This design comes from an exercise in tuning for small area, a short achievable clock period and few clock cycles per item on the open sky130 flow, not from production work. Only the layout flow was run in this run; the RTL was not checked for function there. Power is estimated from default activity; no workload was simulated.

## flow/run.sh

```bash
#!/bin/bash
# synth_recipe.tcl (not shown) runs the flow's synth.tcl, then flattens the netlist and writes it again
# the make line also repeats each setting of config.mk as NAME=value (left out here)
make -C /OpenROAD-flow-scripts/flow DESIGN_CONFIG=/design/flow/config.mk WORK_HOME=/design/flow/orfs CLKGATE_MAP_FILE= SYNTH_SCRIPT=/design/flow/synth_recipe.tcl finish
```

## flow/config.mk

```make
export PLATFORM = sky130hd
export DESIGN_NAME = gzip_top
export DESIGN_NICKNAME = gzip_top
export VERILOG_FILES = /design/flow/design.v
export SDC_FILE = /design/flow/constraint.sdc
export NUM_CORES = 8
export LEC_CHECK = 0
export ABC_CLOCK_PERIOD_IN_PS = 4000
export CAP_MARGIN = 20
export CORE_MARGIN = 2
export CORE_UTILIZATION = 55
export SETUP_SLACK_MARGIN = 4
export SLEW_MARGIN = 20
export SYNTH_MEMORY_MAX_BITS = 16384
```

## flow/design.v

```verilog
module crc32
    (
    input         clk,
    input         rst_n,
    input  [31:0] crc32_in,         
    input  [2:0]  crc32_nbytes,     
    input         crc32_valid_in,
    output [31:0] crc32_out
    );
    reg [31:0] crc;
    function [31:0] crc_byte(input [31:0] c, input [7:0] b);
        integer k;
        reg [31:0] r;
        begin
            r = c ^ {24'b0, b};
            for (k = 0; k < 8; k = k + 1)
                r = r[0] ? ((r >> 1) ^ 32'hEDB88320) : (r >> 1);
            crc_byte = r;
        end
    endfunction
    wire [31:0] c1 = crc_byte(crc, crc32_in[7:0]);
    wire [31:0] c2 = crc_byte(c1,  crc32_in[15:8]);
    wire [31:0] c3 = crc_byte(c2,  crc32_in[23:16]);
    wire [31:0] c4 = crc_byte(c3,  crc32_in[31:24]);
    always @(posedge clk)
        if (!rst_n)
            crc <= 32'hFFFFFFFF;
        else if (crc32_valid_in)
            case (crc32_nbytes)
                3'd1:    crc <= c1;
                3'd2:    crc <= c2;
                3'd3:    crc <= c3;
                default: crc <= c4;
            endcase
    assign crc32_out = ~crc;
endmodule
module sdht
    (
    input  [9:0]  match_pos_in,
    output [12:0] sdht_data_merged,
    output [3:0]  sdht_valid_bits
    );
    wire [9:0] m = match_pos_in;    
    reg  [4:0] code;
    reg  [3:0] nex;
    reg  [7:0] ext;
    always @(*) begin
        casez (m)
            10'b1?????????: begin code = {4'd9, m[8]}; nex = 4'd8; ext = m[7:0];        end
            10'b01????????: begin code = {4'd8, m[7]}; nex = 4'd7; ext = {1'b0, m[6:0]}; end
            10'b001???????: begin code = {4'd7, m[6]}; nex = 4'd6; ext = {2'b0, m[5:0]}; end
            10'b0001??????: begin code = {4'd6, m[5]}; nex = 4'd5; ext = {3'b0, m[4:0]}; end
            10'b00001?????: begin code = {4'd5, m[4]}; nex = 4'd4; ext = {4'b0, m[3:0]}; end
            10'b000001????: begin code = {4'd4, m[3]}; nex = 4'd3; ext = {5'b0, m[2:0]}; end
            10'b0000001???: begin code = {4'd3, m[2]}; nex = 4'd2; ext = {6'b0, m[1:0]}; end
            10'b00000001??: begin code = {4'd2, m[1]}; nex = 4'd1; ext = {7'b0, m[0]};   end
            default:        begin code = m[4:0];       nex = 4'd0; ext = 8'd0;            end
        endcase
    end
    wire [4:0] rev5 = {code[0], code[1], code[2], code[3], code[4]};
    assign sdht_data_merged = {ext, rev5};
    assign sdht_valid_bits  = 4'd5 + nex;
endmodule
module word_merge64(
    input             clock,
    input             reset,
    input             in_valid,
    input             in_last,
    input             in_align,
    input      [6:0]  in_size,
    input      [63:0] in_data,
    output reg        out_valid,
    output reg        out_last,
    output reg [63:0] out_data,
    output reg [31:0] total_bits
);
reg [63:0] acc;
reg [5:0]  acc_len;
reg        flush;
wire [127:0] merged = {64'b0, acc} | ({64'b0, in_data} << acc_len);
wire [7:0]   sum    = acc_len + in_size;
wire [2:0]   pad    = in_align ? (3'd0 - sum[2:0]) : 3'd0;
wire [7:0]   tot    = sum + pad;
wire         full   = tot[7] | tot[6];
always @(posedge clock)
    if (reset) begin
        acc        <= 64'b0;
        acc_len    <= 6'd0;
        flush      <= 1'b0;
        out_valid  <= 1'b0;
        out_last   <= 1'b0;
        total_bits <= 32'd0;
    end else begin
        out_valid <= 1'b0;
        out_last  <= 1'b0;
        flush     <= 1'b0;
        if (flush) begin
            out_valid <= 1'b1;
            out_last  <= 1'b1;
            out_data  <= acc;
            acc       <= 64'b0;
            acc_len   <= 6'd0;
        end else if (in_valid) begin
            total_bits <= total_bits + in_size + pad;
            acc_len    <= tot[5:0];
            if (full) begin
                out_valid <= 1'b1;
                out_data  <= merged[63:0];
                acc       <= merged[127:64];
                out_last  <= in_last & (tot[5:0] == 6'd0);
                flush     <= in_last & (tot[5:0] != 6'd0);
            end else begin
                acc       <= merged[63:0];
                flush     <= in_last & (tot[5:0] != 6'd0);
            end
        end
    end
endmodule
module sliteral
    (
    input  [7:0] literal_in,
    output [8:0] sliteral_data,
    output [3:0] sliteral_valid_bits
    );
    wire       nine = literal_in >= 8'd144;
    wire [7:0] c8   = literal_in + 8'd48;
    wire [8:0] rev9 = {literal_in[0], literal_in[1], literal_in[2], literal_in[3],
                       literal_in[4], literal_in[5], literal_in[6], literal_in[7], 1'b1};
    wire [8:0] rev8 = {1'b0, c8[0], c8[1], c8[2], c8[3], c8[4], c8[5], c8[6], c8[7]};
    assign sliteral_data       = nine ? rev9 : rev8;
    assign sliteral_valid_bits = nine ? 4'd9 : 4'd8;
endmodule
module slength
    (
    input  [6:0]  match_length_in,
    output [9:0]  slength_data_out,
    output [3:0]  slength_valid_bits
    );
    reg [4:0] sym;       
    reg [2:0] ext;       
    reg [1:0] nex;       
    reg [6:0] m;
    always @(*) begin
        m = match_length_in - 7'd3;
        if (match_length_in <= 7'd10) begin
            sym = m[4:0] + 5'd1; ext = 3'd0; nex = 2'd0;
        end else if (match_length_in <= 7'd18) begin
            m = match_length_in - 7'd11;
            sym = 5'd9 + m[2:1]; ext = {2'b0, m[0]}; nex = 2'd1;
        end else if (match_length_in <= 7'd34) begin
            m = match_length_in - 7'd19;
            sym = 5'd13 + m[3:2]; ext = {1'b0, m[1:0]}; nex = 2'd2;
        end else begin
            m = match_length_in - 7'd35;
            sym = 5'd17 + m[4:3]; ext = m[2:0]; nex = 2'd3;
        end
    end
    wire [6:0] rev7 = {sym[0], sym[1], sym[2], sym[3], sym[4], 2'b00};
    assign slength_data_out   = {ext, rev7};    
    assign slength_valid_bits = 4'd7 + nex;
endmodule
module lz77_encoder
    (
    input             clk,
    input             rst_n,
    input             nx_grp,       
    input             nx_bnd,       
    input      [31:0] nx_g,         
    input      [3:0]  nx_act,       
    input             nx_shift,     
    input      [1:0]  nx_v,         
    output reg        r_grp,
    output reg        r_bnd,
    output reg [3:0]  r_act,
    output reg [3:0]  r_end,        
    output reg [27:0] r_len,        
    output reg [39:0] r_pos,        
    output reg [47:0] r_x           
    );
    localparam N = 1024;
    reg        t_grp, t_bnd, t_shift;
    reg [31:0] t_g;
    reg [3:0]  t_act;
    reg [1:0]  t_v;
    reg [8*N-1:0] H;
    reg [N-1:0]   E0, E1, E2, E3;
    reg [N-1:0]   alive;
    reg [6:0]     Lcur;
    reg [255:0]   th;               
    always @(posedge clk)
        if (!rst_n) begin
            t_grp <= 1'b0; t_bnd <= 1'b0; t_shift <= 1'b0;
        end else begin
            t_grp <= nx_grp; t_bnd <= nx_bnd; t_shift <= nx_shift & nx_grp;
        end
    always @(posedge clk) begin
        t_g   <= nx_g;
        t_act <= nx_act;
        t_v   <= nx_v;
    end
    wire [8*N-1:0] HD = t_shift ? {H[8*(N-4)-1:0], t_g[7:0], t_g[15:8], t_g[23:16], t_g[31:24]} : H;
    always @(posedge clk)
        H <= HD;
    always @(posedge clk)
        if (!rst_n)       th <= 256'd0;
        else if (t_shift) th <= {th[254:0], 1'b1};
    genvar p, j;
    generate
        for (j = 0; j < 4; j = j + 1) begin : lane
            wire [7:0] b = nx_g[8*j+7:8*j];
            wire [N-1:0] eq;
            for (p = 0; p < N; p = p + 1) begin : pe
                if (p < j)
                    assign eq[p] = (b == nx_g[8*(j-p-1)+7:8*(j-p-1)]) | ~nx_act[j];
                else
                    assign eq[p] = (b == HD[8*(p-j)+7:8*(p-j)]) | ~nx_act[j];
            end
        end
    endgenerate
    always @(posedge clk) begin
        E0 <= lane[0].eq;
        E1 <= lane[1].eq;
        E2 <= lane[2].eq;
        E3 <= lane[3].eq;
    end
    wire [N-1:0] en0, en1, en2, en3;
    generate
        for (p = 0; p < N; p = p + 1) begin : env
            assign en0[p] = th[p >> 2];
            if (p < 1) assign en1[p] = 1'b1; else assign en1[p] = th[(p-1) >> 2];
            if (p < 2) assign en2[p] = 1'b1; else assign en2[p] = th[(p-2) >> 2];
            if (p < 3) assign en3[p] = 1'b1; else assign en3[p] = th[(p-3) >> 2];
        end
    endgenerate
    wire [N-1:0] P1  = alive & E0;
    wire [N-1:0] P2  = P1 & E1;
    wire [N-1:0] P3  = P2 & E2;
    wire [N-1:0] P4  = P3 & E3;
    wire [N-1:0] c01 = en0 & E1;
    wire [N-1:0] c02 = c01 & E2;
    wire [N-1:0] c03 = c02 & E3;
    wire [N-1:0] c12 = en1 & E2;
    wire [N-1:0] c13 = c12 & E3;
    wire [N-1:0] c23 = en2 & E3;
    wire [9:0] i0, i1, i2, i3;
    wire       f0, f1, f2, f3;
    priority_enc pe0 (.A_IN(alive), .P(i0), .F(f0));
    priority_enc pe1 (.A_IN(P1),    .P(i1), .F(f1));
    priority_enc pe2 (.A_IN(P2),    .P(i2), .F(f2));
    priority_enc pe3 (.A_IN(P3),    .P(i3), .F(f3));
    wire gA0 = |P1, gA1 = |P2, gA2 = |P3, gA3 = |P4;
    wire g01 = |c01, g02 = |c02, g03 = |c03;
    wire g12 = |c12, g13 = |c13;
    wire g23 = |c23;
    wire [1:0] lo = t_act[0] ? 2'd0 : t_act[1] ? 2'd1 : t_act[2] ? 2'd2 : 2'd3;
    wire [3:0] mx;
    generate
        for (j = 0; j < 4; j = j + 1) begin : mxl
            assign mx[j] = ({1'b0, Lcur} + (j - lo) == 8'd65);
        end
    endgenerate
    wire e0 = t_act[0] & (~gA0 | mx[0]);
    wire e1 = t_act[1] & (e0 ? ~g01 : (~gA1 | mx[1]));
    wire e2 = t_act[2] & (e1 ? ~g12 : e0 ? ~g02 : (~gA2 | mx[2]));
    wire e3 = t_act[3] & (e2 ? ~g23 : e1 ? ~g13 : e0 ? ~g03 : (~gA3 | mx[3]));
    wire [3:0] endv = {e3, e2, e1, e0};
    reg  [27:0] lenv;
    reg  [6:0]  Lc;
    integer k;
    always @(*) begin
        Lc = Lcur;
        for (k = 0; k < 4; k = k + 1) begin
            lenv[7*k +: 7] = Lc;
            if (t_act[k]) Lc = endv[k] ? 7'd0 : Lc + 1'b1;
        end
    end
    wire [N-1:0] alive_early = e2 ? c23 : e1 ? c13 : e0 ? c03 : P4;
    wire [N-1:0] alive_next  = e3 ? en3 : alive_early;
    reg [N-1:0] en_v;
    always @(*)
        case (t_v)
            2'd0:    en_v = en0;
            2'd1:    en_v = en1;
            2'd2:    en_v = en2;
            default: en_v = en3;
        endcase
    always @(posedge clk)
        if (!rst_n) begin
            alive <= {N{1'b0}};
            Lcur  <= 7'd0;
        end else if (t_grp) begin
            alive <= alive_next;
            Lcur  <= Lc;
        end else if (t_bnd) begin
            alive <= en_v;
            Lcur  <= 7'd0;
        end
    always @(posedge clk)
        if (!rst_n) begin
            r_grp <= 1'b0;
            r_bnd <= 1'b0;
        end else begin
            r_grp <= t_grp;
            r_bnd <= t_bnd;
        end
    always @(posedge clk) begin
        r_act <= t_act;
        r_end <= endv;
        r_len <= lenv;
        r_pos <= {i3, i2, i1, i0};
        r_x   <= {t_g, H[7:0], H[15:8]};
    end
endmodule
module huffman_encoder
    (
    input             clk,
    input             rst_n,
    input             i_grp,         
    input             i_bnd,         
    input             i_spc,         
    input      [3:0]  i_act,
    input      [3:0]  i_end,
    input      [27:0] i_len,
    input      [39:0] i_pos,
    input      [47:0] i_x,
    input      [1:0]  i_v,
    input             i_eob,         
    input             i_hdr,         
    input             i_bfinal,      
    input             i_align,       
    input             i_last,
    input      [63:0] i_sdata,       
    input      [6:0]  i_slen,        
    output reg        o_valid,
    output reg [63:0] o_data,
    output reg [6:0]  o_size,
    output reg        o_align,
    output reg        o_last
    );
    wire [8:0] lc [0:5];
    wire [3:0] ll [0:5];
    genvar k;
    generate
        for (k = 0; k < 6; k = k + 1) begin : lit
            sliteral sl (.literal_in(i_x[8*k+7:8*k]), .sliteral_data(lc[k]), .sliteral_valid_bits(ll[k]));
        end
    endgenerate
    wire [3:0] on;
    wire [7:0] cls;               
    wire [3:0] big;
    generate
        for (k = 0; k < 4; k = k + 1) begin : lon
            assign on[k]  = i_grp ? (i_act[k] & i_end[k]) : (i_bnd & (i_v == k));
            assign big[k] = on[k] & (i_len[7*k +: 7] >= 7'd3);
            assign cls[2*k+1:2*k] = (i_len[7*k +: 7] >= 7'd3) ? 2'd3 : i_len[7*k +: 2];
        end
    endgenerate
    reg [6:0] Ls;
    reg [9:0] Ps;
    always @(*) begin
        Ls = i_len[6:0];  Ps = i_pos[9:0];
        if (big[1]) begin Ls = i_len[13:7];  Ps = i_pos[19:10]; end
        if (big[2]) begin Ls = i_len[20:14]; Ps = i_pos[29:20]; end
        if (big[3]) begin Ls = i_len[27:21]; Ps = i_pos[39:30]; end
    end
    wire [9:0]  lcode;  wire [3:0] llen;
    wire [12:0] dcode;  wire [3:0] dlen;
    slength slen_i (.match_length_in(Ls), .slength_data_out(lcode), .slength_valid_bits(llen));
    sdht    sdst_i (.match_pos_in(Ps),    .sdht_data_merged(dcode), .sdht_valid_bits(dlen));
    reg [22:0] ld;
    always @(*)
        case (llen)
            4'd10:   ld = {dcode, lcode};
            4'd9:    ld = {1'b0, dcode, lcode[8:0]};
            4'd8:    ld = {2'b0, dcode, lcode[7:0]};
            default: ld = {3'b0, dcode, lcode[6:0]};
        endcase
    wire [4:0] ldlen = llen + dlen;
    wire [9:0] bsfx  = i_eob ? (i_hdr ? {1'b0, 1'b1, i_bfinal, 7'b0} : 10'b0) : {7'b0, 1'b0, 1'b1, i_bfinal};
    wire [3:0] bslen = i_eob ? (i_hdr ? 4'd10 : 4'd7) : 4'd3;
    reg        a_valid, a_grp, a_spc, a_align, a_last;
    reg [3:0]  a_on;
    reg [7:0]  a_cls;
    reg [8:0]  a_lc0, a_lc1, a_lc2, a_lc3, a_lc4, a_lc5;
    reg [3:0]  a_ll0, a_ll1, a_ll2, a_ll3, a_ll4, a_ll5;
    reg [22:0] a_ld;
    reg [4:0]  a_ldlen;
    reg [9:0]  a_bsfx;
    reg [3:0]  a_bslen;
    reg [63:0] a_sdata;
    reg [6:0]  a_slen;
    always @(posedge clk)
        if (!rst_n) a_valid <= 1'b0;
        else        a_valid <= i_grp | i_bnd | i_spc;
    always @(posedge clk) begin
        a_grp <= i_grp; a_spc <= i_spc; a_align <= i_align; a_last <= i_last;
        a_on <= on; a_cls <= cls;
        a_lc0 <= lc[0]; a_lc1 <= lc[1]; a_lc2 <= lc[2]; a_lc3 <= lc[3]; a_lc4 <= lc[4]; a_lc5 <= lc[5];
        a_ll0 <= ll[0]; a_ll1 <= ll[1]; a_ll2 <= ll[2]; a_ll3 <= ll[3]; a_ll4 <= ll[4]; a_ll5 <= ll[5];
        a_ld <= ld; a_ldlen <= ldlen;
        a_bsfx <= bsfx; a_bslen <= bslen;
        a_sdata <= i_sdata; a_slen <= i_slen;
    end
    wire [8:0] lcs [0:5];
    wire [3:0] lls [0:5];
    assign lcs[0] = a_lc0; assign lcs[1] = a_lc1; assign lcs[2] = a_lc2;
    assign lcs[3] = a_lc3; assign lcs[4] = a_lc4; assign lcs[5] = a_lc5;
    assign lls[0] = a_ll0; assign lls[1] = a_ll1; assign lls[2] = a_ll2;
    assign lls[3] = a_ll3; assign lls[4] = a_ll4; assign lls[5] = a_ll5;
    reg [32:0] lane_code [0:3];
    reg [5:0]  lane_len  [0:3];
    reg [22:0] pre;
    reg [4:0]  plen;
    reg [9:0]  sfx;
    reg [3:0]  sl;
    integer j;
    always @(*) begin
        for (j = 0; j < 4; j = j + 1) begin
            case (a_cls[2*j +: 2])
                2'd3: begin pre = a_ld; plen = a_ldlen; end
                2'd2: begin
                        pre  = {14'b0, lcs[j]} | ({14'b0, lcs[j+1]} << lls[j]);
                        plen = lls[j] + lls[j+1];
                      end
                2'd1: begin pre = {14'b0, lcs[j+1]}; plen = {1'b0, lls[j+1]}; end
                default: begin pre = 23'd0; plen = 5'd0; end
            endcase
            if (a_grp) begin
                sfx = {1'b0, lcs[j+2]}; sl = lls[j+2];
            end else begin
                sfx = a_bsfx; sl = a_bslen;
            end
            if (a_on[j]) begin
                lane_code[j] = {10'b0, pre} | ({23'b0, sfx} << plen);
                lane_len[j]  = plen + sl;
            end else begin
                lane_code[j] = 33'd0;
                lane_len[j]  = 6'd0;
            end
        end
        if (a_spc) begin
            lane_code[0] = {1'b0, a_sdata[31:0]};
            lane_len[0]  = (a_slen > 7'd32) ? 6'd32 : a_slen[5:0];
            lane_code[1] = {1'b0, a_sdata[63:32]};
            lane_len[1]  = (a_slen > 7'd32) ? (a_slen[5:0] - 6'd32) : 6'd0;
            lane_code[2] = 33'd0; lane_len[2] = 6'd0;
            lane_code[3] = 33'd0; lane_len[3] = 6'd0;
        end
    end
    reg        b_valid, b_align, b_last;
    reg [32:0] b_code0, b_code1, b_code2, b_code3;
    reg [5:0]  b_len0, b_len1, b_len2, b_len3;
    always @(posedge clk)
        if (!rst_n) b_valid <= 1'b0;
        else        b_valid <= a_valid;
    always @(posedge clk) begin
        b_align <= a_align; b_last <= a_last;
        b_code0 <= lane_code[0]; b_len0 <= lane_len[0];
        b_code1 <= lane_code[1]; b_len1 <= lane_len[1];
        b_code2 <= lane_code[2]; b_len2 <= lane_len[2];
        b_code3 <= lane_code[3]; b_len3 <= lane_len[3];
    end
    reg        c_valid, c_align, c_last;
    reg [63:0] c_lo, c_hi;
    reg [6:0]  c_llo, c_lhi;
    always @(posedge clk)
        if (!rst_n) c_valid <= 1'b0;
        else        c_valid <= b_valid;
    always @(posedge clk) begin
        c_align <= b_align; c_last <= b_last;
        c_lo  <= {31'b0, b_code0} | ({31'b0, b_code1} << b_len0);
        c_llo <= b_len0 + b_len1;
        c_hi  <= {31'b0, b_code2} | ({31'b0, b_code3} << b_len2);
        c_lhi <= b_len2 + b_len3;
    end
    always @(posedge clk)
        if (!rst_n) o_valid <= 1'b0;
        else        o_valid <= c_valid;
    always @(posedge clk) begin
        o_align <= c_align; o_last <= c_last;
        o_data  <= c_lo | (c_hi << c_llo);
        o_size  <= c_llo + c_lhi;
    end
endmodule
module priority_enc
    (
    input  [1023:0] A_IN,
    output [9:0]    P,
    output          F
    );
    function [1:0] top4(input [3:0] v);
        top4 = v[3] ? 2'd3 : v[2] ? 2'd2 : v[1] ? 2'd1 : 2'd0;
    endfunction
    wire [255:0] v1;  wire [511:0] i1;
    wire [63:0]  v2;  wire [255:0] i2;
    wire [15:0]  v3;  wire [95:0]  i3;
    wire [3:0]   v4;  wire [31:0]  i4;
    genvar g;
    generate
        for (g = 0; g < 256; g = g + 1) begin : l1
            assign v1[g] = |A_IN[4*g+3:4*g];
            assign i1[2*g+1:2*g] = top4(A_IN[4*g+3:4*g]);
        end
        for (g = 0; g < 64; g = g + 1) begin : l2
            wire [1:0] s = top4(v1[4*g+3:4*g]);
            reg  [1:0] lo;
            always @(*)
                case (s)
                    2'd0: lo = i1[8*g+1:8*g];
                    2'd1: lo = i1[8*g+3:8*g+2];
                    2'd2: lo = i1[8*g+5:8*g+4];
                    default: lo = i1[8*g+7:8*g+6];
                endcase
            assign v2[g] = |v1[4*g+3:4*g];
            assign i2[4*g+3:4*g] = {s, lo};
        end
        for (g = 0; g < 16; g = g + 1) begin : l3
            wire [1:0] s = top4(v2[4*g+3:4*g]);
            reg  [3:0] lo;
            always @(*)
                case (s)
                    2'd0: lo = i2[16*g+3:16*g];
                    2'd1: lo = i2[16*g+7:16*g+4];
                    2'd2: lo = i2[16*g+11:16*g+8];
                    default: lo = i2[16*g+15:16*g+12];
                endcase
            assign v3[g] = |v2[4*g+3:4*g];
            assign i3[6*g+5:6*g] = {s, lo};
        end
        for (g = 0; g < 4; g = g + 1) begin : l4
            wire [1:0] s = top4(v3[4*g+3:4*g]);
            reg  [5:0] lo;
            always @(*)
                case (s)
                    2'd0: lo = i3[24*g+5:24*g];
                    2'd1: lo = i3[24*g+11:24*g+6];
                    2'd2: lo = i3[24*g+17:24*g+12];
                    default: lo = i3[24*g+23:24*g+18];
                endcase
            assign v4[g] = |v3[4*g+3:4*g];
            assign i4[8*g+7:8*g] = {s, lo};
        end
    endgenerate
    wire [1:0] s5 = top4(v4);
    reg  [7:0] lo5;
    always @(*)
        case (s5)
            2'd0: lo5 = i4[7:0];
            2'd1: lo5 = i4[15:8];
            2'd2: lo5 = i4[23:16];
            default: lo5 = i4[31:24];
        endcase
    assign P = {s5, lo5};
    assign F = |v4;
endmodule
module srl_fifo
#(
    parameter WIDTH = 32,
    parameter DEPTH_LOG = 2
)
(
    input                  clock,
    input                  reset,
    input                  push,
    input      [WIDTH-1:0] din,
    output                 full,
    input                  pop,
    output     [WIDTH-1:0] dout,
    output                 empty,
    output [DEPTH_LOG:0]   count
);
localparam DEPTH = 1 << DEPTH_LOG;
reg [WIDTH-1:0]     mem [0:DEPTH-1];
reg [DEPTH_LOG-1:0] wr_ptr, rd_ptr;
reg [DEPTH_LOG:0]   cnt;
wire do_push = push & ~full;
wire do_pop  = pop & ~empty;
always @(posedge clock)
    if (do_push) mem[wr_ptr] <= din;
always @(posedge clock)
    if (reset) begin
        wr_ptr <= 0;
        rd_ptr <= 0;
        cnt    <= 0;
    end else begin
        if (do_push) wr_ptr <= wr_ptr + 1'b1;
        if (do_pop)  rd_ptr <= rd_ptr + 1'b1;
        if (do_push & ~do_pop)      cnt <= cnt + 1'b1;
        else if (~do_push & do_pop) cnt <= cnt - 1'b1;
    end
assign dout  = mem[rd_ptr];
assign empty = (cnt == 0);
assign full  = cnt[DEPTH_LOG];
assign count = cnt;
endmodule
module gzip_top
    #(
        parameter OUT_FIFO_LOG = 4
    )
    (
    input          clk,
    input          rst_n,
    input          wr_en_fifo_in,
    input  [31:0]  din_fifo_in,
    input          rd_en_fifo_out,
    input          rev_endianess_in,
    input  [1:0]   btype_in,
    output [127:0] debug_reg,
    output         full_in_fifo,
    output [31:0]  dout_out_fifo_32,
    output reg     last_out_fifo_32,
    output         empty_out_fifo,
    output         irq
    );
    wire [31:0] din_mux = rev_endianess_in ?
        {din_fifo_in[7:0], din_fifo_in[15:8], din_fifo_in[23:16], din_fifo_in[31:24]} : din_fifo_in;
    wire [31:0] w;
    wire        fin_empty;
    wire        fin_pop;
    wire [2:0]  fin_count;
    srl_fifo #(.WIDTH(32), .DEPTH_LOG(2)) fifo_in_i0 (
        .clock(clk), .reset(!rst_n),
        .push(wr_en_fifo_in), .din(din_mux), .full(full_in_fifo),
        .pop(fin_pop), .dout(w), .empty(fin_empty), .count(fin_count)
    );
    localparam S_HDR  = 3'd0,
               S_DATA = 3'd1,
               S_TAIL = 3'd2,
               S_FIN  = 3'd3,
               S_TRL  = 3'd4,
               S_DONE = 3'd5;
    reg [2:0]  st;
    reg [1:0]  btype;
    reg        first_blk;
    reg        bfinal;
    reg [15:0] R;               
    reg [1:0]  o;               
    reg [31:0] cg;              
    reg        cgp;             
    reg [31:0] isize;
    reg [23:0] block_size;
    reg        block_size_error;
    reg        btype_error;
    reg        gzip_done;
    wire fixed  = (btype == 2'b01);
    wire ostall;                
    wire [2:0] n   = (R >= 16'd4) ? 3'd4 : R[2:0];
    wire [3:0] on4 = {2'b0, o} + {1'b0, n};
    wire       wrap = on4[2];   
    reg [31:0] rot;
    always @(*)
        case (o)
            2'd0: rot = w;
            2'd1: rot = {w[23:0], w[31:24]};
            2'd2: rot = {w[15:0], w[31:16]};
            default: rot = {w[7:0], w[31:8]};
        endcase
    wire [3:0] below = (o == 2'd0) ? 4'b0000 : (o == 2'd1) ? 4'b0001 : (o == 2'd2) ? 4'b0011 : 4'b0111;
    wire [31:0] grp = {below[3] ? cg[31:24] : rot[31:24], below[2] ? cg[23:16] : rot[23:16],
                       below[1] ? cg[15:8]  : rot[15:8],  below[0] ? cg[7:0]    : rot[7:0]};
    wire [3:0] upto = wrap ? 4'b1111 :
                      (on4[1:0] == 2'd1) ? 4'b0001 : (on4[1:0] == 2'd2) ? 4'b0011 : 4'b0111;
    wire [3:0] act_data = upto & ~(cgp ? below : 4'b0000);
    reg        nx_grp, nx_bnd, nx_shift, nx_spc, nx_eob, nx_hdr, nx_bf, nx_align, nx_last, nx_trl;
    reg [31:0] nx_g;
    reg [3:0]  nx_act;
    reg [63:0] nx_sdata;
    reg [6:0]  nx_slen;
    reg        pop;
    reg [2:0]  st_n;
    wire [31:0] hdr = w;
    wire        hdr_bf = hdr[24];
    wire [15:0] hdr_len = hdr[15:0];
    always @(*) begin
        nx_grp = 1'b0; nx_bnd = 1'b0; nx_shift = 1'b0; nx_spc = 1'b0;
        nx_eob = 1'b0; nx_hdr = 1'b0; nx_bf = 1'b0; nx_align = 1'b0; nx_last = 1'b0; nx_trl = 1'b0;
        nx_g = cg; nx_act = 4'b0000;
        nx_sdata = 64'd0; nx_slen = 7'd0;
        pop = 1'b0;
        st_n = st;
        if (!ostall)
            case (st)
                S_HDR:
                    if (!fin_empty) begin
                        pop = 1'b1;
                        st_n = S_DATA;
                        nx_hdr = 1'b1;
                        nx_bf = hdr_bf;
                        if (fixed) begin
                            nx_bnd = 1'b1;
                            nx_eob = !first_blk;
                        end else begin
                            nx_spc = 1'b1;
                            nx_sdata = {24'd0, ~hdr_len, hdr_len, 7'd0, hdr_bf};
                            nx_slen = 7'd40;
                        end
                    end
                S_DATA:
                    if (!fin_empty) begin
                        pop = 1'b1;
                        if (fixed) begin
                            nx_grp = 1'b1;
                            nx_g = grp;
                            nx_act = act_data;
                            nx_shift = wrap;
                        end else begin
                            nx_spc = 1'b1;
                            nx_sdata = {32'd0, w & (n == 3'd1 ? 32'h000000ff : n == 3'd2 ? 32'h0000ffff :
                                                     n == 3'd3 ? 32'h00ffffff : 32'hffffffff)};
                            nx_slen = {n, 3'b000};
                        end
                        if (R == {13'd0, n}) begin
                            if (fixed && wrap && on4[1:0] != 2'd0) st_n = S_TAIL;
                            else if (bfinal)                         st_n = fixed ? S_FIN : S_TRL;
                            else                                     st_n = S_HDR;
                        end
                    end
                S_TAIL: begin
                        nx_grp = 1'b1;
                        nx_g = cg;
                        nx_act = below;
                        st_n = bfinal ? S_FIN : S_HDR;
                    end
                S_FIN: begin
                        nx_bnd = 1'b1;
                        nx_eob = 1'b1;
                        nx_align = 1'b1;
                        st_n = S_TRL;
                    end
                S_TRL: begin
                        nx_spc = 1'b1;
                        nx_trl = 1'b1;
                        nx_last = 1'b1;
                        nx_slen = 7'd64;
                        st_n = S_DONE;
                    end
                default: ;
            endcase
    end
    assign fin_pop = pop;
    always @(posedge clk)
        if (!rst_n) btype <= 2'b00;
        else        btype <= btype_in;
    always @(posedge clk)
        if (!rst_n) begin
            st <= S_HDR;
            first_blk <= 1'b1;
            bfinal <= 1'b0;
            R <= 16'd0;
            o <= 2'd0;
            cgp <= 1'b0;
            isize <= 32'd0;
            block_size <= 24'd0;
            block_size_error <= 1'b0;
            gzip_done <= 1'b0;
        end else begin
            st <= st_n;
            if (st == S_HDR && pop) begin
                first_blk <= 1'b0;
                bfinal <= hdr_bf;
                R <= hdr_len;
                isize <= isize + hdr_len;
                block_size <= hdr[23:0];
                if (fixed ? (hdr[23:0] > 24'd1024) : (hdr[23:0] > 24'd65536))
                    block_size_error <= 1'b1;
            end
            if (st == S_DATA && pop) begin
                R <= R - n;
                if (fixed) begin
                    o <= on4[1:0];
                    cgp <= !wrap;
                end
            end
            if (st == S_TAIL && !ostall)
                cgp <= 1'b1;
            if (nx_trl)
                gzip_done <= 1'b1;
        end
    always @(posedge clk)
        if (st == S_DATA && pop)
            cg <= wrap ? rot : grp;
    always @(posedge clk)
        if (!rst_n)                                         btype_error <= 1'b0;
        else if ((btype != 2'b01) && (btype != 2'b00))      btype_error <= 1'b1;
    reg        crc_v;
    reg [31:0] crc_w;
    reg [2:0]  crc_n;
    wire [31:0] crc32_out;
    always @(posedge clk)
        if (!rst_n) crc_v <= 1'b0;
        else        crc_v <= (st == S_DATA) && pop;
    always @(posedge clk) begin
        crc_w <= w;
        crc_n <= n;
    end
    crc32 crc32_i0 (.clk(clk), .rst_n(rst_n), .crc32_in(crc_w), .crc32_nbytes(crc_n),
                    .crc32_valid_in(crc_v), .crc32_out(crc32_out));
    reg        p_grp, p_bnd, p_shift, p_spc, p_eob, p_hdr, p_bf, p_align, p_last, p_trl;
    reg [31:0] p_g;
    reg [3:0]  p_act;
    reg [1:0]  p_v;
    reg [63:0] p_sdata;
    reg [6:0]  p_slen;
    always @(posedge clk)
        if (!rst_n) begin
            p_grp <= 1'b0; p_bnd <= 1'b0; p_spc <= 1'b0; p_shift <= 1'b0;
        end else begin
            p_grp <= nx_grp; p_bnd <= nx_bnd; p_spc <= nx_spc; p_shift <= nx_shift & nx_grp;
        end
    always @(posedge clk) begin
        p_eob <= nx_eob; p_hdr <= nx_hdr; p_bf <= nx_bf; p_align <= nx_align;
        p_last <= nx_last; p_trl <= nx_trl; p_g <= nx_g; p_act <= nx_act; p_v <= o;
        p_sdata <= nx_sdata; p_slen <= nx_slen;
    end
    wire        m_grp, m_bnd;
    wire [3:0]  m_act, m_end;
    wire [27:0] m_len;
    wire [39:0] m_pos;
    wire [47:0] m_x;
    lz77_encoder lz77_enc (
        .clk(clk), .rst_n(rst_n),
        .nx_grp(p_grp), .nx_bnd(p_bnd & p_eob), .nx_g(p_g), .nx_act(p_act),
        .nx_shift(p_shift), .nx_v(p_v),
        .r_grp(m_grp), .r_bnd(m_bnd), .r_act(m_act), .r_end(m_end),
        .r_len(m_len), .r_pos(m_pos), .r_x(m_x)
    );
    reg        a_bnd, a_spc, a_eob, a_hdr, a_bf, a_align, a_last, a_trl;
    reg [1:0]  a_v;
    reg [63:0] a_sdata;
    reg [6:0]  a_slen;
    reg        b_bnd, b_spc, b_eob, b_hdr, b_bf, b_align, b_last, b_trl;
    reg [1:0]  b_v;
    reg [63:0] b_sdata;
    reg [6:0]  b_slen;
    always @(posedge clk)
        if (!rst_n) begin
            a_bnd <= 1'b0; a_spc <= 1'b0;
            b_bnd <= 1'b0; b_spc <= 1'b0;
        end else begin
            a_bnd <= p_bnd; a_spc <= p_spc;
            b_bnd <= a_bnd;  b_spc <= a_spc;
        end
    always @(posedge clk) begin
        a_eob <= p_eob; a_hdr <= p_hdr; a_bf <= p_bf; a_align <= p_align;
        a_last <= p_last; a_trl <= p_trl; a_v <= p_v; a_sdata <= p_sdata; a_slen <= p_slen;
        b_eob <= a_eob; b_hdr <= a_hdr; b_bf <= a_bf; b_align <= a_align;
        b_last <= a_last; b_trl <= a_trl; b_v <= a_v; b_slen <= a_slen;
        b_sdata <= a_trl ? {isize, crc32_out} : a_sdata;
    end
    wire        h_valid, h_align, h_last;
    wire [63:0] h_data;
    wire [6:0]  h_size;
    huffman_encoder huff_enc_i0 (
        .clk(clk), .rst_n(rst_n),
        .i_grp(m_grp), .i_bnd(b_bnd), .i_spc(b_spc),
        .i_act(m_act), .i_end(m_end), .i_len(m_len), .i_pos(m_pos), .i_x(m_x),
        .i_v(b_v), .i_eob(b_eob), .i_hdr(b_hdr), .i_bfinal(b_bf), .i_align(b_align),
        .i_last(b_last), .i_sdata(b_sdata), .i_slen(b_slen),
        .o_valid(h_valid), .o_data(h_data), .o_size(h_size), .o_align(h_align), .o_last(h_last)
    );
    wire        wm_valid, wm_last;
    wire [63:0] wm_data;
    wire [31:0] output_size;
    word_merge64 word_merge_i0 (
        .clock(clk), .reset(!rst_n),
        .in_valid(h_valid), .in_last(h_last), .in_align(h_align), .in_size(h_size), .in_data(h_data),
        .out_valid(wm_valid), .out_last(wm_last), .out_data(wm_data), .total_bits(output_size)
    );
    wire                  empty_out_fifo_64;
    wire [63:0]           dout_out_fifo_64;
    wire                  out_last_fifo_64;
    wire [OUT_FIFO_LOG:0] ofifo_count;
    wire                  rd_en_fifo_out_64;
    reg                   dout_out_fifo_64_toggle;
    reg  [31:0]           dout_fifo_out_mux;
    srl_fifo #(.WIDTH(65), .DEPTH_LOG(OUT_FIFO_LOG)) fifo_out_i0 (
        .clock(clk), .reset(!rst_n),
        .push(wm_valid), .din({wm_last, wm_data}), .full(),
        .pop(rd_en_fifo_out_64), .dout({out_last_fifo_64, dout_out_fifo_64}),
        .empty(empty_out_fifo_64), .count(ofifo_count)
    );
    assign ostall = ofifo_count > ((1 << OUT_FIFO_LOG) - 9);
    always @(posedge clk)
        if (!rst_n)              dout_out_fifo_64_toggle <= 1'b0;
        else if (rd_en_fifo_out) dout_out_fifo_64_toggle <= ~dout_out_fifo_64_toggle;
    always @(posedge clk)
        if (rd_en_fifo_out)
            dout_fifo_out_mux <= dout_out_fifo_64_toggle ? dout_out_fifo_64[63:32] : dout_out_fifo_64[31:0];
    always @(posedge clk)
        last_out_fifo_32 <= rd_en_fifo_out & dout_out_fifo_64_toggle & out_last_fifo_64;
    assign empty_out_fifo    = empty_out_fifo_64;
    assign rd_en_fifo_out_64 = dout_out_fifo_64_toggle & rd_en_fifo_out;
    assign dout_out_fifo_32  = rev_endianess_in ?
        {dout_fifo_out_mux[7:0], dout_fifo_out_mux[15:8], dout_fifo_out_mux[23:16], dout_fifo_out_mux[31:24]} :
        dout_fifo_out_mux;
    assign debug_reg = {output_size, block_size, crc32_out, isize, 5'b0, gzip_done, btype_error, block_size_error};
    assign irq = gzip_done;
endmodule
```

## flow/constraint.sdc

```tcl
create_clock -name core_clock -period 9.0 [get_ports {clk}]
set_input_delay 1.8000 -clock core_clock [delete_from_list [all_inputs] [get_ports {clk}]]
set_output_delay 1.8000 -clock core_clock [all_outputs]
set_load 0.01 [all_outputs]
```

==> run summary <==
==> per-layer routing <==
layer / global-route usage, % / overflow
met1: 104 / 47500
met2: 123 / 101000
met3: 95.4 / 23000
met4: 102 / 20300
met5: 81.6 / 2135
==> cells in the mapped netlist (204+ instances only) <==
library cell	instances	share of area [%]
nor4_1	603	0.36
nand4_1	10500	6.3
and2_1	371	0.22
edfxtp_1	1296	3.7
a21o_1	275	0.20
o221ai_1	234	0.20
and4_1	246	0.21
a32oi_1	246	0.21
mux2i_1	8922	8.6
o21ai_1	204	0.098
nand2_1	5044	1.8
o22ai_1	1013	0.61
nor2_1	2927	1.1
mux4_2	500	1.1
and3_1	703	0.42
a22o_1	253	0.21
nand3_1	3456	1.7
xor2_1	30800	26
xnor2_1	2359	2.0
buf_2	361	0.17
a221oi_1	403	0.34
o21bai_1	205	0.15
clkbuf_1	5427	2.0
a22oi_1	1015	0.73
o21ai_0	6407	3.1
a21oi_1	3477	1.7
dfxtp_1	14800	28
o211ai_1	262	0.19
nor3_1	511	0.25
buf_1	2048	0.74
mux2_2	435	0.47
inv_1	9545	3.4
a31oi_1	585	0.35
o2111ai_1	492	0.41
a211oi_1	348	0.25
==> power by group through the flow <==
stage               registers [mW]  clock network [mW]  logic (mW)
floorplan                     77.6                   0        92.2
global placement              82.1                   0         143
detailed placement            82.1                   0         145
CTS                           80.6                78.9         157
==> timing repair <==
action,CTS
gates resized for setup,2917
cloned,172
setup endpoints to repair,1270
setup buffers,763
pin swaps,1265
hold buffers,0
==> per-stage QoR <==
step | utilization [%] | hold WS, ns | instances | setup TNS (ns)
2_1_floorplan | - | 0.310 | 119000 | 0
3_3_place_gp | 58.7 | 0.310 | 143000 | -0.0355
3_5_place_dp | 58.9 | 0.312 | 144000 | 0
4_1_cts | 63.5 | 0.298 | 148000 | 0
==> worst max-delay path by stage <==
stage	from	to	slack, ns
floorplan	lz77_enc.t_act[1]$_DFF_P_	lz77_enc.Lcur[6]$_SDFFE_PN0P_	2.09
CTS	lz77_enc.t_act[2]$_DFF_P_	lz77_enc.alive[864]$_SDFFE_PN0P_	1.95
global placement	lz77_enc.E1[12]$_DFF_P_	lz77_enc.alive[56]$_SDFFE_PN0P_	-0.04
detailed placement	lz77_enc.alive[334]$_SDFFE_PN0P_	lz77_enc.alive[91]$_SDFFE_PN0P_	0.11
==> logic make-up after synthesis <==
kind of cell,count (synthesis)
flip-flops,16100
AND/OR/NAND/NOR,25200
adder cells (fa/ha/maj),199
other,2
AO/OA/AOI/OAI,17300
multiplexers,9857
buffers and inverters,17500
XOR/XNOR,33200
==> results_dict.tcl <==
set metrics [dict create \
    grt_use_total_pct 107 \
    synth_async_sr_flop_share_pct 0 \
    start_util_pct 55.1 \
    cts_buffers 1760 \
    failing_step "global routing" \
    synth_cells 119000 \
    yosysWarnings 14 \
    yosysSeqAreaShare_pct 32.2 \
    synth_compound_area_share_pct 10.2 \
    status "stopped before the end" \
    io_pins 203 \
    gp_congestion 2.29 \
    die_w_um 1380 \
    synth_edf_count 1296 \
    synth_top_family_by_area "XOR/XNOR gates" \
    synth_flop_cell "dfxtp_1" \
    syn_area_sq_mm 1.04 \
    grt_max_degree 145 \
    hpwlAfterDp_um 7290000 \
    cts-root-buf "clkbuf_16" \
    pre_cts_slack_ns 0.109 \
    yosysUniqueCellTypes 125 \
    firstError "[ERROR GRT-0116] Global routing finished with congestion. Check the congestion regions in the DRC Viewer." \
    ys_ff_latch 16100 \
    grt_pass1_wl_um 13800000 \
    port_buffers 197 \
    cts_max_path_buffers 6 \
    post_dp_cell_area_sq_mm 1.11 \
    fp.dieH_um 1380 \
    synth_mux_area_share_pct 10.1 \
    cts.sinks 16100 \
    num_rows 505 \
    synth_xor_area_share_pct 28.0 \
    grt_pass1_vias 1230000 \
    synthAdderAreaFrac_pct 0.253 \
    cts_htree_levels 7 \
    grt_remaining_overflow 194000 \
    avgSynthCellArea_sq_um 8.73 \
    yosys.area_share.simple_pct 12.9 \
]
